This is an optimization exercise on Yosys and OpenROAD, whose aim is small area, not a production implementation. Function was checked by simulation only, so behaviour that the tests miss may differ from the original.

==> job 5714 <==
Design mmult, start of the top module:
module mmult(
    input clk,
    input reset_n,
    input enable,
    input [0:9*8-1] A_mat,
    input [0:9*8-1] B_mat,
    output reg valid,
    output [0:9*18-1] C_mat
);
==> module mmult_digit, before the edit <==
module mmult_digit(
    input [1:0] b,
    output [3:1] d
);
    wire [1:0] b_n;
    mmult_inv i0 (.a(b[0]), .y(b_n[0]));
    mmult_inv i1 (.a(b[1]), .y(b_n[1]));
    mmult_nor2 g1 (.a(b_n[0]), .b(b[1]), .y(d[1]));
    mmult_nor2 g2 (.a(b[0]), .b(b_n[1]), .y(d[2]));
    mmult_nor2 g3 (.a(b_n[0]), .b(b_n[1]), .y(d[3]));
endmodule
==> module mmult_inv, before the edit <==
module mmult_inv(
    input a,
    output y
);
    assign y = ~a;
endmodule
==> module mmult_nor2, before the edit <==
module mmult_nor2(
    input a,
    input b,
    output y
);
    assign y = ~(a | b);
endmodule
==> flow/config.mk <==
export PLATFORM = sky130hd
export DESIGN_NAME = mmult
export DESIGN_NICKNAME = mmult
export VERILOG_FILES = /design/flow/design.v
export SDC_FILE = /design/flow/constraint.sdc
export NUM_CORES = 4
export LEC_CHECK = 0
export CAP_MARGIN = 20
export CORE_MARGIN = 2
export CORE_UTILIZATION = 40
export SLEW_MARGIN = 20
export SYNTH_HIERARCHICAL = 1
==> flow/constraint.sdc <==
create_clock -name core_clock -period 10.0 [get_ports {clk}]
set_input_delay 2.0000 -clock core_clock [delete_from_list [all_inputs] [get_ports {clk}]]
set_output_delay 2.0000 -clock core_clock [all_outputs]
set_load 0.01 [all_outputs]
standard.sh (not shown) runs the stock make flow with config.mk's settings and CLKGATE_MAP_FILE= SYNTH_SCRIPT=/design/flow/synth_recipe.tcl, a recipe that flattens the netlist after the stock synthesis.
==> flow/flow/run.sh <==
#!/bin/bash
# The standard layout (standard.sh, unchanged synthesis), with:
#  - the port buffers made of the smallest buffer (buf_1) instead of clkdlybuf4s50_1,
#  - a clock tree of smaller buffers (clkbuf_4/clkbuf_8), sink clusters of up to 20
#    flip-flops, and no dummy loads.
set -euo pipefail
export BUFFER_PORTS_ARGS="-buffer_cell sky130_fd_sc_hd__buf_1"
export CTS_ARGS="-sink_clustering_enable -repair_clock_nets -buf_list {sky130_fd_sc_hd__clkbuf_4 sky130_fd_sc_hd__clkbuf_8} -sink_clustering_size 20 -sink_clustering_max_diameter 80 -dont_use_dummy_load"
bash standard.sh finish > standard.log 2>&1
==> inputs of job 7718, as changes to job 5714 <==
--- a/flow/design.v
+++ b/flow/design.v
@@ -1530,23 +1530,7 @@
     output [3:1] d
 );
-    wire [1:0] b_n;
-    mmult_inv i0 (.a(b[0]), .y(b_n[0]));
-    mmult_inv i1 (.a(b[1]), .y(b_n[1]));
-    mmult_nor2 g1 (.a(b_n[0]), .b(b[1]), .y(d[1]));
-    mmult_nor2 g2 (.a(b[0]), .b(b_n[1]), .y(d[2]));
-    mmult_nor2 g3 (.a(b_n[0]), .b(b_n[1]), .y(d[3]));
-endmodule
-module mmult_inv(
-    input a,
-    output y
-);
-    assign y = ~a;
-endmodule
-module mmult_nor2(
-    input a,
-    input b,
-    output y
-);
-    assign y = ~(a | b);
+    assign d[1] = b[0] & ~b[1];
+    assign d[2] = ~b[0] & b[1];
+    assign d[3] = b[0] & b[1];
 endmodule
 module mmult_pick3(
==> flow/flow/run.sh (replaced) <==
#!/bin/bash
# The standard layout (standard.sh, unchanged synthesis), with:
#  - the port buffers made of the smallest buffer (buf_1) instead of clkdlybuf4s50_1,
#  - a clock tree of smaller buffers (clkbuf_4/clkbuf_8), sink clusters of up to 16
#    flip-flops, and no dummy loads.
set -euo pipefail
export BUFFER_PORTS_ARGS="-buffer_cell sky130_fd_sc_hd__buf_1"
export CTS_ARGS="-sink_clustering_enable -repair_clock_nets -buf_list {sky130_fd_sc_hd__clkbuf_4 sky130_fd_sc_hd__clkbuf_8} -sink_clustering_size 16 -sink_clustering_max_diameter 60 -dont_use_dummy_load"
bash standard.sh finish > standard.log 2>&1
Settings changed: CORE_UTILIZATION 40 to 50.
==> inputs of job 2240, as changes to job 5714 <==
--- a/flow/design.v
+++ b/flow/design.v
@@ -1530,23 +1530,7 @@
     output [3:1] d
 );
-    wire [1:0] b_n;
-    mmult_inv i0 (.a(b[0]), .y(b_n[0]));
-    mmult_inv i1 (.a(b[1]), .y(b_n[1]));
-    mmult_nor2 g1 (.a(b_n[0]), .b(b[1]), .y(d[1]));
-    mmult_nor2 g2 (.a(b[0]), .b(b_n[1]), .y(d[2]));
-    mmult_nor2 g3 (.a(b_n[0]), .b(b_n[1]), .y(d[3]));
-endmodule
-module mmult_inv(
-    input a,
-    output y
-);
-    assign y = ~a;
-endmodule
-module mmult_nor2(
-    input a,
-    input b,
-    output y
-);
-    assign y = ~(a | b);
+    assign d[1] = b[0] & ~b[1];
+    assign d[2] = ~b[0] & b[1];
+    assign d[3] = b[0] & b[1];
 endmodule
 module mmult_pick3(
==> flow/flow/run.sh (replaced) <==
#!/bin/bash
# The standard layout (standard.sh, unchanged synthesis), with:
#  - the port buffers made of the smallest buffer (buf_1) instead of clkdlybuf4s50_1,
#  - a clock tree of smaller buffers (clkbuf_4/clkbuf_8), sink clusters of up to 16
#    flip-flops, and no dummy loads.
set -euo pipefail
export BUFFER_PORTS_ARGS="-buffer_cell sky130_fd_sc_hd__buf_1"
export CTS_ARGS="-sink_clustering_enable -repair_clock_nets -buf_list {sky130_fd_sc_hd__clkbuf_4 sky130_fd_sc_hd__clkbuf_8} -sink_clustering_size 16 -sink_clustering_max_diameter 60 -dont_use_dummy_load"
bash standard.sh finish > standard.log 2>&1
==> run notes <==
|  | job 2240 | job 7718 | job 5714 |
|---|---|---|---|
| Result of the run | no timing/DRC/antenna violations | no timing/DRC/antenna violations | no timing/DRC/antenna violations |
| First-pass GRT wire length | 106000 µm | 104000 µm | 107000 µm |
| Maximum clock frequency | 0.108 GHz | 0.105 GHz | 0.109 GHz |
| Initial cell density of the core | 0.402 | 0.508 | 0.406 |
| Number of nets in the synthesized netlist | 2005 | 2005 | 2077 |
| R2R Setup Slk | 1.04 ns | 0.94 ns | 1.11 ns |
| Synth-to-layout area growth | 13.8% | 13.7% | 15.4% |
| Longest individual stage delay on the worst path | 0.83 ns | 0.94 ns | 0.58 ns |
| Critical hold path startpoint | rn2[10] | rn0[50] | rn0[46] |
| First-iteration detailed-routing DRC count | 3445 | 3261 | 3361 |
| Vias in the first global route | 16900 | 17400 | 17100 |
| Met3 Usage GRT | 0.0598 | 0.0682 | 0.0614 |
| Routed length on met3 | 8200 µm | 8370 µm | 7870 µm |
| Combined area of all synthesized cells | 22600 µm² | 22600 µm² | 22400 µm² |
| Terminus of the critical flop-to-flop path | rn2[17] | rn2[35] | rn2[53] |
| Std-Cell Core Area | 56100 µm² | 44400 µm² | 55200 µm² |

[separate check: timing with driven ports]
Ports are ideal in the flow. The routed layouts listed here were re-timed in OpenROAD. Step 1 sets driving cells, clkbuf_16 on the clock port and buf_2 on the other inputs (assumed; they add their load-dependent delay and slew). Step 2 times the ports against the registers' clock, not the clock port: input delays grow and output delays shrink by t, the midpoint of the rising clock arrivals with the driver on. a / b / c = ideal ports / drivers / drivers and shift; a / b = the first two.
| run | t, ns | setup WS [ns] | worst setup path at the end |
|---|---|---|---|
| job 5714 | 0.630 | 0.809 / 0.843 / 0.213 | input to register |
| job 7718 | 0.619 | 0.511 / 0.540 / -0.080 | input to register |
| job 2240 | 0.643 | 0.779 / 0.814 / 0.171 | input to register |
Met with ideal ports but missed after step 2: setup timing in job 7718. For job 2240, which loses most, drivers alone change the setup slack by +0.035 ns; drivers and shift together by -0.608 ns.
